Context: an optimization exercise on an open-source flow, tuned for small area, a short achievable clock period and few clock cycles per item. The choices shown serve that exercise and are no tape-out recipe.
Only simulation tests tie the RTL to the original design; equivalence was not proved.

== run A ==
Design Divider_Modulo, start of the top module:
module Divider_Modulo (clk , reset, mode, valid_in, divisor, dividend, result, valid_out);
Size: roughly 310 flip-flops, roughly 0.020 mm2 of cells after synthesis.
Settings: LEC_CHECK=0, CAP_MARGIN=20, CORE_MARGIN=2, CORE_UTILIZATION=40, CTS_CLUSTER_DIAMETER=100, CTS_CLUSTER_SIZE=25, GPL_TIMING_DRIVEN=0, SLEW_MARGIN=20; clock period 25.0 ns.
standard.sh (not shown) runs the stock make flow with config.mk's settings and CLKGATE_MAP_FILE= SYNTH_SCRIPT=/design/flow/synth_recipe.tcl, a recipe that flattens the netlist after the stock synthesis.
==> flow/flow/run.sh <==
#!/bin/bash
# The standard layout (the standard.sh, with flow/config.mk's settings)
# with these changes:
#  - no full/half-adder cell extraction (ADDER_MAP_FILE empty), so ABC maps
#    the adders' logic freely;
#  - ports are buffered by flow/buffer_ports.tcl (buf_1 on inputs, buf_2 on
#    outputs) instead of with the buffer buffer_ports picks;
#  - after placement repair, flow/size_crit.tcl upsizes gates on the worst
#    register-to-register paths (before detailed placement legalizes them).
# Each step's full log is under orfs/logs/; make's own output goes to
# make_finish.log.
set -euo pipefail
export FLOW_SYNTH_TCL="$PWD/synth_recipe.tcl"
export MY_ABC_SCRIPT="$PWD/flow/abc_map.script"
export SIZE_MAX_MOVES=80
export SIZE_MIN_GAIN=0.005
export SIZE_WINDOW=0.3
export SIZE_PATHS=3
export SIZE_ENDPOINTS=300
export SIZE_TARGET_SLACK=19.3
bash standard.sh "SYNTH_SCRIPT=$PWD/flow/synth_wrap.tcl" "ADDER_MAP_FILE=" \
  "DONT_BUFFER_PORTS=1" "PRE_GLOBAL_PLACE_TCL=$PWD/flow/buffer_ports.tcl" \
  "POST_RESIZE_TCL=$PWD/flow/size_crit.tcl" finish > make_finish.log 2>&1
==> flow/flow/abc_map.script <==
strash
dch -f
map -D 4000
topo
buffer -c
upsize -D 4000
dnsize -D 4000
stime -p
==> flow/flow/buffer_ports.tcl <==
# Buffer every port, as the standard flow's buffer_ports does, with fixed
# cells: buf_1 on the inputs (their paths have slack to spare) and buf_2 on
# the outputs (whose paths set the period).
buffer_ports -inputs -buffer_cell sky130_fd_sc_hd__buf_1
buffer_ports -outputs -buffer_cell sky130_fd_sc_hd__buf_2
==> flow/flow/size_crit.tcl <==
source $::env(PLATFORM_DIR)/setRC.tcl

proc sc_parse {cell} {
  if {[regexp {^(sky130_fd_sc_hd__[a-z0-9]+)_([0-9]+)$} $cell -> base size]} {
    return [list $base $size]
  }
  return {}
}

# next larger usable size of the same cell family, or ""
proc sc_next {base size} {
  set best ""
  set best_s 1000
  foreach lc [get_lib_cells -quiet */${base}_*] {
    if {[get_property $lc dont_use]} { continue }
    set n [get_name $lc]
    if {![regexp "^${base}_(\[0-9\]+)\$" $n -> s]} { continue }
    if {$s > $size && $s < $best_s} {
      set best $lc
      set best_s $s
    }
  }
  return $best
}

set ::regs [all_registers -edge_triggered]

proc r2r_paths {n} {
  return [find_timing_paths -from $::regs -to $::regs -sort_by_slack \
    -group_path_count $n -endpoint_path_count 1]
}

# summed shortfall below target t of the register endpoints (a resized
# gate's nets lose their estimated parasitics, so estimate again first)
proc shortfall {t} {
  estimate_parasitics -placement
  set sum 0.0
  foreach pe [r2r_paths $::env(SIZE_ENDPOINTS)] {
    set s [get_property $pe slack]
    if {$s >= $t} { break }
    set sum [expr {$sum + $t - $s}]
  }
  return $sum
}

set moves 0
estimate_parasitics -placement
puts "size_crit: start worst slack [get_property [lindex [r2r_paths 1] 0] slack]"
while {$moves < $::env(SIZE_MAX_MOVES)} {
  estimate_parasitics -placement
  set worst [r2r_paths $::env(SIZE_PATHS)]
  if {[get_property [lindex $worst 0] slack] >= $::env(SIZE_TARGET_SLACK)} { break }
  set t [expr {[get_property [lindex $worst 0] slack] + $::env(SIZE_WINDOW)}]
  # collect the gates first: resizing invalidates the path objects
  set insts {}
  foreach pe $worst {
    foreach pt [get_property $pe points] {
      set pin [get_property $pt pin]
      if {[get_property $pin direction] ne "output"} { continue }
      set inst [get_cells -quiet -of_objects $pin]
      if {[llength $inst] == 1 && [lsearch -exact $insts $inst] < 0} { lappend insts $inst }
    }
  }
  set base_cost [shortfall $t]
  set best_cost [expr {$base_cost - $::env(SIZE_MIN_GAIN)}]
  set best_inst ""
  set best_lc ""
  foreach inst $insts {
    set cell [get_property $inst ref_name]
    set bs [sc_parse $cell]
    if {$bs eq ""} { continue }
    lassign $bs base size
    if {[regexp {clkbuf|conb} $base]} { continue }
    set lc [sc_next $base $size]
    if {$lc eq ""} { continue }
    set old [get_lib_cells */$cell]
    replace_cell $inst $lc
    set cost [shortfall $t]
    replace_cell $inst $old
    if {$cost < $best_cost} {
      set best_cost $cost
      set best_inst $inst
      set best_lc $lc
    }
  }
  if {$best_inst eq ""} { break }
  replace_cell $best_inst $best_lc
  incr moves
}
estimate_parasitics -placement
puts "size_crit: $moves moves, worst slack [get_property [lindex [r2r_paths 1] 0] slack]"
Other scripts of this flow, unchanged in this note and not shown: flow/flow/synth_wrap.tcl
Every stage of the flow completed for run A, and the final layout passed the timing, design-rule and antenna checks.
Testbench counts of run A, summed over its fixed seeds: cycles 16,048, items 16,000.
Here is what was changed in the inputs of run B compared with run A.
--- a/flow/config.mk
+++ b/flow/config.mk
@@ -10,4 +10,4 @@
 export CORE_UTILIZATION = 40
-export CTS_CLUSTER_DIAMETER = 100
-export CTS_CLUSTER_SIZE = 25
+export CTS_CLUSTER_DIAMETER = 60
+export CTS_CLUSTER_SIZE = 40
 export GPL_TIMING_DRIVEN = 0
### Flow results
- Run B vs run A: post-detailed-route wirelength per cell down
- Summary of run B over run A: first-pass GRT wire length barely changed, least setup slack across all paths after layout dropped 0.044 ns.
- In run B the number of violations reported at the end of detailed-routing iteration 0 turned out 20 higher than in run A.
diff inputs: run B => run C
--- a/flow/flow/run.sh
+++ b/flow/flow/run.sh
@@ -5,6 +5,5 @@
 #    the adders' logic freely;
-#  - ports are buffered by flow/buffer_ports.tcl (buf_1 on inputs, buf_2 on
-#    outputs) instead of with the buffer buffer_ports picks;
+#  - ports are buffered with buf_2 instead of the buffer buffer_ports picks;
 #  - after placement repair, flow/size_crit.tcl upsizes gates on the worst
-#    register-to-register paths (before detailed placement legalizes them).
+#    register-to-register path (before detailed placement legalizes them).
 # Each step's full log is under orfs/logs/; make's own output goes to
@@ -19,5 +18,4 @@
 export SIZE_ENDPOINTS=300
-export SIZE_TARGET_SLACK=19.3
 bash standard.sh "SYNTH_SCRIPT=$PWD/flow/synth_wrap.tcl" "ADDER_MAP_FILE=" \
-  "DONT_BUFFER_PORTS=1" "PRE_GLOBAL_PLACE_TCL=$PWD/flow/buffer_ports.tcl" \
+  "BUFFER_PORTS_ARGS=-buffer_cell sky130_fd_sc_hd__buf_2" \
   "POST_RESIZE_TCL=$PWD/flow/size_crit.tcl" finish > make_finish.log 2>&1
--- a/flow/flow/abc_map.script
+++ b/flow/flow/abc_map.script
@@ -2,3 +2,3 @@
 dch -f
-map -D 4000
+amap
 topo
--- a/flow/flow/size_crit.tcl
+++ b/flow/flow/size_crit.tcl
@@ -51,3 +51,2 @@
   set worst [r2r_paths $::env(SIZE_PATHS)]
-  if {[get_property [lindex $worst 0] slack] >= $::env(SIZE_TARGET_SLACK)} { break }
   set t [expr {[get_property [lindex $worst 0] slack] + $::env(SIZE_WINDOW)}]
--- a/flow/config.mk
+++ b/flow/config.mk
@@ -10,4 +10,4 @@
 export CORE_UTILIZATION = 40
-export CTS_CLUSTER_DIAMETER = 60
-export CTS_CLUSTER_SIZE = 40
+export CTS_CLUSTER_DIAMETER = 100
+export CTS_CLUSTER_SIZE = 25
 export GPL_TIMING_DRIVEN = 0
removed: flow/flow/buffer_ports.tcl
--- outcome ---
Run C did not stop at any stage, and its layout met the timing, design-rule and antenna checks.
Run C supports a lower top clock frequency than run B.
Run C vs run B — final setup skew dropped 0.015 ns.
Of run B and run C, the run reporting the higher number of buffers and inverters on the critical path was run C.
Compared with run B, run C shows a total number of tap cells that is about 12% lower.
Run C vs run B — summed area of non-filler cells in the final layout dropped by more than 10%
Between run B and run C, area fraction of clock buffers and clock inverters decreased.
Signed area change from the synthesized netlist to the final layout: run C vs run B — no meaningful difference
diff inputs: run C => run D
--- a/flow/flow/abc_map.script
+++ b/flow/flow/abc_map.script
@@ -2,3 +2,3 @@
 dch -f
-amap
+map -D 4000
 topo
==> summary.txt <==
Run D has completed all stages; timing, DRC and antenna checks passed. In run D the total global routing track utilization turned out 0.30 points lower than in run C. | maximum frequency | run D vs run C | 11% higher |. XOR/XNOR share of the synthesized area was lower in run C than in run D.
Here is what was changed in the inputs of run E compared with run D.
--- a/flow/flow/run.sh
+++ b/flow/flow/run.sh
@@ -5,5 +5,6 @@
 #    the adders' logic freely;
-#  - ports are buffered with buf_2 instead of the buffer buffer_ports picks;
+#  - ports are buffered by flow/buffer_ports.tcl (buf_1 on inputs, buf_2 on
+#    outputs) instead of with the buffer buffer_ports picks;
 #  - after placement repair, flow/size_crit.tcl upsizes gates on the worst
-#    register-to-register path (before detailed placement legalizes them).
+#    register-to-register paths (before detailed placement legalizes them).
 # Each step's full log is under orfs/logs/; make's own output goes to
@@ -18,4 +19,5 @@
 export SIZE_ENDPOINTS=300
+export SIZE_TARGET_SLACK=19.3
 bash standard.sh "SYNTH_SCRIPT=$PWD/flow/synth_wrap.tcl" "ADDER_MAP_FILE=" \
-  "BUFFER_PORTS_ARGS=-buffer_cell sky130_fd_sc_hd__buf_2" \
+  "DONT_BUFFER_PORTS=1" "PRE_GLOBAL_PLACE_TCL=$PWD/flow/buffer_ports.tcl" \
   "POST_RESIZE_TCL=$PWD/flow/size_crit.tcl" finish > make_finish.log 2>&1
==> flow/flow/buffer_ports.tcl (new file) <==
# Buffer every port, as the standard flow's buffer_ports does, with fixed
# cells: buf_1 on the inputs (their paths have slack to spare) and buf_2 on
# the outputs (whose paths set the period).
buffer_ports -inputs -buffer_cell sky130_fd_sc_hd__buf_1
buffer_ports -outputs -buffer_cell sky130_fd_sc_hd__buf_2
--- a/flow/flow/size_crit.tcl
+++ b/flow/flow/size_crit.tcl
@@ -51,2 +51,3 @@
   set worst [r2r_paths $::env(SIZE_PATHS)]
+  if {[get_property [lindex $worst 0] slack] >= $::env(SIZE_TARGET_SLACK)} { break }
   set t [expr {[get_property [lindex $worst 0] slack] + $::env(SIZE_WINDOW)}]
--- a/flow/config.mk
+++ b/flow/config.mk
@@ -9,3 +9,3 @@
 export CORE_MARGIN = 2
-export CORE_UTILIZATION = 40
+export CORE_UTILIZATION = 50
 export CTS_CLUSTER_DIAMETER = 100
- The global-route usage of run E is higher than that of run D.
- Run E against run D: final routed wire length divided by cell count went up about 2.8%, core utilization went up 10 points, routed wire length decreased about 1%, global-route met2 utilization picked up an extra 6.5 points.
- The peak per-stage delay on the critical path of run E and that of run D are within noise of each other.
- [compare] base=run D new=run E: setup fix buffers added after clock tree synthesis has remained practically unchanged; total non-filler cell area in the finished layout has decreased; sequential share of layout area has increased.
The inputs of run F differ from those of run E as listed below.
--- a/flow/flow/run.sh
+++ b/flow/flow/run.sh
@@ -14,3 +14,3 @@
 export MY_ABC_SCRIPT="$PWD/flow/abc_map.script"
-export SIZE_MAX_MOVES=80
+export SIZE_MAX_MOVES=200
 export SIZE_MIN_GAIN=0.005
==> flow/flow/abc_map.script <==
strash
dch -f
map -D 4500
topo
buffer -c
upsize -D 4500
dnsize -D 4500
stime -p
--- a/flow/config.mk
+++ b/flow/config.mk
@@ -9,3 +9,3 @@
 export CORE_MARGIN = 2
-export CORE_UTILIZATION = 50
+export CORE_UTILIZATION = 40
 export CTS_CLUSTER_DIAMETER = 100
==> comparison <==
- Quantity of gates resized following cts: run E vs run F identical
- In the tables for run E and run F, post-synthesis area per instance reads higher with run E.
- In the reports for run E and run F, the larger register-to-register slack belongs to run E.
- In the metrics for run E and run F, the one carrying the lower placer congestion estimate is run F.
- Compared with run E, run F shows a sequential share of layout area that is 0.34 points higher.

---

## run 1
Divider_Modulo again, from the RTL that the note above started with.
Settings: LEC_CHECK=0, CAP_MARGIN=20, CORE_MARGIN=2, CORE_UTILIZATION=40, CTS_CLUSTER_DIAMETER=100, CTS_CLUSTER_SIZE=25, SLEW_MARGIN=20; clock period 25.0 ns.
==> flow/flow/run.sh <==
#!/bin/bash
# The standard layout (the standard.sh) with four changes:
#  - synthesis maps with flow/abc_map.script (see flow/synth_wrap.tcl);
#  - no full/half-adder cell extraction (ADDER_MAP_FILE empty), so ABC maps
#    the adders' logic freely;
#  - ports are buffered with a fixed buffer cell instead of the one
#    buffer_ports picks by default;
#  - after placement repair, flow/size_crit.tcl upsizes gates on the worst
#    register-to-register paths (before detailed placement legalizes them).
set -euo pipefail
export FLOW_SYNTH_TCL="$PWD/synth_recipe.tcl"
export MY_ABC_SCRIPT="$PWD/flow/abc_map.script"
export SIZE_MAX_MOVES=400
export SIZE_MIN_GAIN=0.003
bash standard.sh "SYNTH_SCRIPT=$PWD/flow/synth_wrap.tcl" "ADDER_MAP_FILE=" \
  "BUFFER_PORTS_ARGS=-buffer_cell sky130_fd_sc_hd__buf_2" \
  "POST_RESIZE_TCL=$PWD/flow/size_crit.tcl" finish > make_finish.log 2>&1
==> flow/flow/size_crit.tcl <==
# Greedy gate sizing at the design's own constraints. With the design's
# long clock period ORFS's repair_timing sees no violation and leaves every
# gate as synthesis mapped it. This loop repeatedly takes the worst
# register-to-register path, tries upsizing each gate on it by one step, and
# keeps the single change that most improves that path group's worst setup
# slack; it stops when no change gains SIZE_MIN_GAIN ns or after
# SIZE_MAX_MOVES changes. (Paths to and from the ports are left alone: their
# fixed external delays and port buffers set them.)
estimate_parasitics -placement

proc sc_parse {cell} {
  if {[regexp {^(sky130_fd_sc_hd__[a-z0-9]+)_([0-9]+)$} $cell -> base size]} {
    return [list $base $size]
  }
  return {}
}

# next larger usable size of the same cell family, or ""
proc sc_next {base size} {
  set best ""
  set best_s 1000
  foreach lc [get_lib_cells -quiet */${base}_*] {
    if {[get_property $lc dont_use]} { continue }
    set n [get_name $lc]
    if {![regexp "^${base}_(\[0-9\]+)\$" $n -> s]} { continue }
    if {$s > $size && $s < $best_s} {
      set best $lc
      set best_s $s
    }
  }
  return $best
}

set ::regs [all_registers -edge_triggered]
proc r2r_path {} {
  return [lindex [find_timing_paths -from $::regs -to $::regs -sort_by_slack -group_path_count 1] 0]
}
proc r2r_ws {} {
  return [get_property [r2r_path] slack]
}

set moves 0
set ws [r2r_ws]
puts "size_crit: start worst slack $ws"
while {$moves < $::env(SIZE_MAX_MOVES)} {
  set pe [r2r_path]
  set best_inst ""
  set best_lc ""
  set best_ws $ws
  # collect the path's gates first: resizing invalidates the path object
  set insts {}
  foreach pt [get_property $pe points] {
    set pin [get_property $pt pin]
    if {[get_property $pin direction] ne "output"} { continue }
    set inst [get_cells -quiet -of_objects $pin]
    if {[llength $inst] == 1} { lappend insts $inst }
  }
  foreach inst $insts {
    set cell [get_property $inst ref_name]
    set bs [sc_parse $cell]
    if {$bs eq ""} { continue }
    lassign $bs base size
    if {[regexp {clkbuf|conb} $base]} { continue }
    set lc [sc_next $base $size]
    if {$lc eq ""} { continue }
    set old [get_lib_cells */$cell]
    replace_cell $inst $lc
    set nws [r2r_ws]
    replace_cell $inst $old
    if {$nws > $best_ws + $::env(SIZE_MIN_GAIN)} {
      set best_ws $nws
      set best_inst $inst
      set best_lc $lc
    }
  }
  if {$best_inst eq ""} { break }
  replace_cell $best_inst $best_lc
  set ws [r2r_ws]
  incr moves
}
puts "size_crit: $moves moves, worst slack $ws"
Other scripts of this flow, unchanged in this note and not shown: flow/flow/abc_map.script, flow/flow/synth_wrap.tcl
Testbench counts of run 1, summed over its fixed seeds: cycles 16,048, items 16,000.
Input changes introduced in run 2 (baseline for comparison: run 1):
diff --git a/flow/flow/size_crit.tcl b/flow/flow/size_crit.tcl
--- a/flow/flow/size_crit.tcl
+++ b/flow/flow/size_crit.tcl
@@ -32,5 +32,5 @@
 }
 
-set ::regs [all_registers -edge_triggered]
+set regs [all_registers -edge_triggered]
 proc r2r_path {} {
   return [lindex [find_timing_paths -from $::regs -to $::regs -sort_by_slack -group_path_count 1] 0]
@@ -48,13 +48,9 @@
   set best_lc ""
   set best_ws $ws
-  # collect the path's gates first: resizing invalidates the path object
-  set insts {}
   foreach pt [get_property $pe points] {
     set pin [get_property $pt pin]
     if {[get_property $pin direction] ne "output"} { continue }
     set inst [get_cells -quiet -of_objects $pin]
-    if {[llength $inst] == 1} { lappend insts $inst }
-  }
-  foreach inst $insts {
+    if {[llength $inst] != 1} { continue }
     set cell [get_property $inst ref_name]
     set bs [sc_parse $cell]
[summary]
Run 2 did not finish: a tool error stopped it during 3_4_place_resized.
Reported for run 2 and run 1, synthesized cell count turned out identical to the last digit.
Synthesized area across run 2 and run 1: no real change.
Die width came out exactly the same in run 2 and run 1.
In terms of fraction of the mapped netlist area in simple logic gates, run 1 and run 2 differ only marginally.
Diff run 1 -> run 2: distinct cell type count of the synthesized netlist essentially unchanged; count of input and output buffers did not really move.
Edits applied to the flow inputs when going from run 2 to run 3:
diff --git a/flow/flow/run.sh b/flow/flow/run.sh
--- a/flow/flow/run.sh
+++ b/flow/flow/run.sh
@@ -6,11 +6,10 @@
 #  - ports are buffered with a fixed buffer cell instead of the one
 #    buffer_ports picks by default;
-#  - after placement repair, flow/size_crit.tcl upsizes gates on the worst
-#    register-to-register paths (before detailed placement legalizes them).
+#  - after placement repair, flow/size_crit.tcl upsizes the drivers of
+#    high-fanout nets (before detailed placement legalizes them).
 set -euo pipefail
 export FLOW_SYNTH_TCL="$PWD/synth_recipe.tcl"
 export MY_ABC_SCRIPT="$PWD/flow/abc_map.script"
 export SIZE_MAX_MOVES=400
-export SIZE_MIN_GAIN=0.003
 bash standard.sh "SYNTH_SCRIPT=$PWD/flow/synth_wrap.tcl" "ADDER_MAP_FILE=" \
   "BUFFER_PORTS_ARGS=-buffer_cell sky130_fd_sc_hd__buf_2" \
diff --git a/flow/flow/size_crit.tcl b/flow/flow/size_crit.tcl
--- a/flow/flow/size_crit.tcl
+++ b/flow/flow/size_crit.tcl
@@ -1,10 +1,8 @@
 # Greedy gate sizing at the design's own constraints. With the design's
 # long clock period ORFS's repair_timing sees no violation and leaves every
-# gate as synthesis mapped it. This loop repeatedly takes the worst
-# register-to-register path, tries upsizing each gate on it by one step, and
-# keeps the single change that most improves that path group's worst setup
-# slack; it stops when no change gains SIZE_MIN_GAIN ns or after
-# SIZE_MAX_MOVES changes. (Paths to and from the ports are left alone: their
-# fixed external delays and port buffers set them.)
+# gate as synthesis mapped it. This loop repeatedly takes the worst path,
+# tries upsizing each gate on it by one step, and keeps the single change
+# that most improves the design's worst setup slack; it stops when no
+# change helps or after SIZE_MAX_MOVES changes.
 estimate_parasitics -placement
 
@@ -32,17 +30,9 @@
 }
 
-set regs [all_registers -edge_triggered]
-proc r2r_path {} {
-  return [lindex [find_timing_paths -from $::regs -to $::regs -sort_by_slack -group_path_count 1] 0]
-}
-proc r2r_ws {} {
-  return [get_property [r2r_path] slack]
-}
-
 set moves 0
-set ws [r2r_ws]
+set ws [worst_slack -max]
 puts "size_crit: start worst slack $ws"
 while {$moves < $::env(SIZE_MAX_MOVES)} {
-  set pe [r2r_path]
+  set pe [lindex [find_timing_paths -sort_by_slack -group_path_count 1] 0]
   set best_inst ""
   set best_lc ""
@@ -62,7 +52,7 @@
     set old [get_lib_cells */$cell]
     replace_cell $inst $lc
-    set nws [r2r_ws]
+    set nws [worst_slack -max]
     replace_cell $inst $old
-    if {$nws > $best_ws + $::env(SIZE_MIN_GAIN)} {
+    if {$nws > $best_ws + 0.001} {
       set best_ws $nws
       set best_inst $inst
@@ -72,5 +62,5 @@
   if {$best_inst eq ""} { break }
   replace_cell $best_inst $best_lc
-  set ws [r2r_ws]
+  set ws [worst_slack -max]
   incr moves
 }
## What came out
Standard-cell row count of run 2 is on par with run 3.
Looking at the logs for run 2 and run 3, the single run that did not finish was run 2.
Run 2 did not run to completion, as it errored out during 3_4_place_resized.
Comparing run 2 against run 3, there is no change at all in synthesized-area fraction occupied by ao, oa, aoi and oai cells.
As far as die width goes, run 3 and run 2 are indistinguishable; the numbers are identical.
As far as total I/O pin count is concerned, run 2 and run 3 perform about the same.
Between run 3 and run 2, the height of the die does not differ in any meaningful way.
Comparing run 2 against run 3, there is no change at all in share of cell area taken by muxes after synthesis.
Global placer's final weighted congestion: run 2 vs run 3 identical
Per the comparison of run 3 with run 2, area after synthesis stayed essentially flat, synthesized-area fraction occupied by xor and xnor cells neither gained nor lost much, average instance area after synthesis ~0 delta, synthesized instance count level.
### run 3 -> run 4
Settings: GPL_TIMING_DRIVEN: unset -> 0.
diff --git a/flow/flow/run.sh b/flow/flow/run.sh
--- a/flow/flow/run.sh
+++ b/flow/flow/run.sh
@@ -6,10 +6,11 @@
 #  - ports are buffered with a fixed buffer cell instead of the one
 #    buffer_ports picks by default;
-#  - after placement repair, flow/size_crit.tcl upsizes the drivers of
-#    high-fanout nets (before detailed placement legalizes them).
+#  - after placement repair, flow/size_crit.tcl upsizes gates on the worst
+#    register-to-register paths (before detailed placement legalizes them).
 set -euo pipefail
 export FLOW_SYNTH_TCL="$PWD/synth_recipe.tcl"
 export MY_ABC_SCRIPT="$PWD/flow/abc_map.script"
 export SIZE_MAX_MOVES=400
+export SIZE_MIN_GAIN=0.003
 bash standard.sh "SYNTH_SCRIPT=$PWD/flow/synth_wrap.tcl" "ADDER_MAP_FILE=" \
   "BUFFER_PORTS_ARGS=-buffer_cell sky130_fd_sc_hd__buf_2" \
diff --git a/flow/flow/size_crit.tcl b/flow/flow/size_crit.tcl
--- a/flow/flow/size_crit.tcl
+++ b/flow/flow/size_crit.tcl
@@ -1,8 +1,10 @@
 # Greedy gate sizing at the design's own constraints. With the design's
 # long clock period ORFS's repair_timing sees no violation and leaves every
-# gate as synthesis mapped it. This loop repeatedly takes the worst path,
-# tries upsizing each gate on it by one step, and keeps the single change
-# that most improves the design's worst setup slack; it stops when no
-# change helps or after SIZE_MAX_MOVES changes.
+# gate as synthesis mapped it. This loop repeatedly takes the worst
+# register-to-register path, tries upsizing each gate on it by one step, and
+# keeps the single change that most improves that path group's worst setup
+# slack; it stops when no change gains SIZE_MIN_GAIN ns or after
+# SIZE_MAX_MOVES changes. (Paths to and from the ports are left alone: their
+# fixed external delays and port buffers set them.)
 estimate_parasitics -placement
 
@@ -30,17 +32,29 @@
 }
 
+set ::regs [all_registers -edge_triggered]
+proc r2r_path {} {
+  return [lindex [find_timing_paths -from $::regs -to $::regs -sort_by_slack -group_path_count 1] 0]
+}
+proc r2r_ws {} {
+  return [get_property [r2r_path] slack]
+}
+
 set moves 0
-set ws [worst_slack -max]
+set ws [r2r_ws]
 puts "size_crit: start worst slack $ws"
 while {$moves < $::env(SIZE_MAX_MOVES)} {
-  set pe [lindex [find_timing_paths -sort_by_slack -group_path_count 1] 0]
+  set pe [r2r_path]
   set best_inst ""
   set best_lc ""
   set best_ws $ws
+  # collect the path's gates first: resizing invalidates the path object
+  set insts {}
   foreach pt [get_property $pe points] {
     set pin [get_property $pt pin]
     if {[get_property $pin direction] ne "output"} { continue }
     set inst [get_cells -quiet -of_objects $pin]
-    if {[llength $inst] != 1} { continue }
+    if {[llength $inst] == 1} { lappend insts $inst }
+  }
+  foreach inst $insts {
     set cell [get_property $inst ref_name]
     set bs [sc_parse $cell]
@@ -52,7 +66,7 @@
     set old [get_lib_cells */$cell]
     replace_cell $inst $lc
-    set nws [worst_slack -max]
+    set nws [r2r_ws]
     replace_cell $inst $old
-    if {$nws > $best_ws + 0.001} {
+    if {$nws > $best_ws + $::env(SIZE_MIN_GAIN)} {
       set best_ws $nws
       set best_inst $inst
@@ -62,5 +76,5 @@
   if {$best_inst eq ""} { break }
   replace_cell $best_inst $best_lc
-  set ws [worst_slack -max]
+  set ws [r2r_ws]
   incr moves
 }
Notes after the runs:
Against run 3, run 4 reports a combined buffer and inverter count along the critical path that is higher.
[compare] base=run 3 new=run 4: detailed-route wire length on metal 1 rose by 1800 um, fraction of area in registers fell by 0.68 points, clock-buffer cell count rose by 1.
Going from run 3 to run 4, wire length per cell after detailed routing now sits higher; minimum clock period went down; total non-filler cell area in the finished layout now sits higher.
Lower largest incremental delay on the critical path goes to run 4 over run 3.
Diff run 4..run 3 | first-pass iteration count of the detailed router | negligible

separate check: timing with driven ports:
No port has a modelled driver above. Below, the same layouts with a new extraction and two added sets of constraints. Step 1, drivers: a clkbuf_16 drives clk and a buf_2 each remaining input, both assumed. Step 2 also shifts input and output timing later by t, the mid clock arrival at the registers, as if the neighbouring blocks saw the same clock. Slacks: ideal ports / drivers / drivers and shift; pairs: ideal ports / drivers.
| run | shift t [ns] | setup WS [ns] | latest minus earliest clock arrival (ns) | worst register clock-pin slew, ns |
|---|---|---|---|---|
| run A | 0.576 | 18.976 / 18.918 / 19.192 | 0.032 / 0.032 | 0.11 / 0.11 |
| run B | 0.628 | 18.932 / 18.874 / 19.191 | 0.030 / 0.030 | 0.10 / 0.10 |
| run C | 0.586 | 18.300 / 18.300 / 18.300 | 0.015 / 0.014 | 0.10 / 0.10 |
| run D | 0.573 | 18.977 / 18.920 / 19.378 | 0.021 / 0.021 | 0.10 / 0.10 |
| run E | 0.579 | 18.978 / 18.923 / 19.179 | 0.021 / 0.020 | 0.10 / 0.10 |
| run F | 0.579 | 18.956 / 18.898 / 19.014 | 0.032 / 0.033 | 0.10 / 0.10 |
| run 1 | 0.587 | 18.622 / 18.622 / 18.622 | 0.020 / 0.021 | 0.10 / 0.10 |
| run 3 | 0.583 | 18.574 / 18.574 / 18.574 | 0.026 / 0.027 | 0.11 / 0.11 |
| run 4 | 0.580 | 18.931 / 18.916 / 18.931 | 0.022 / 0.022 | 0.10 / 0.10 |
After both steps every run listed still meets setup and hold.
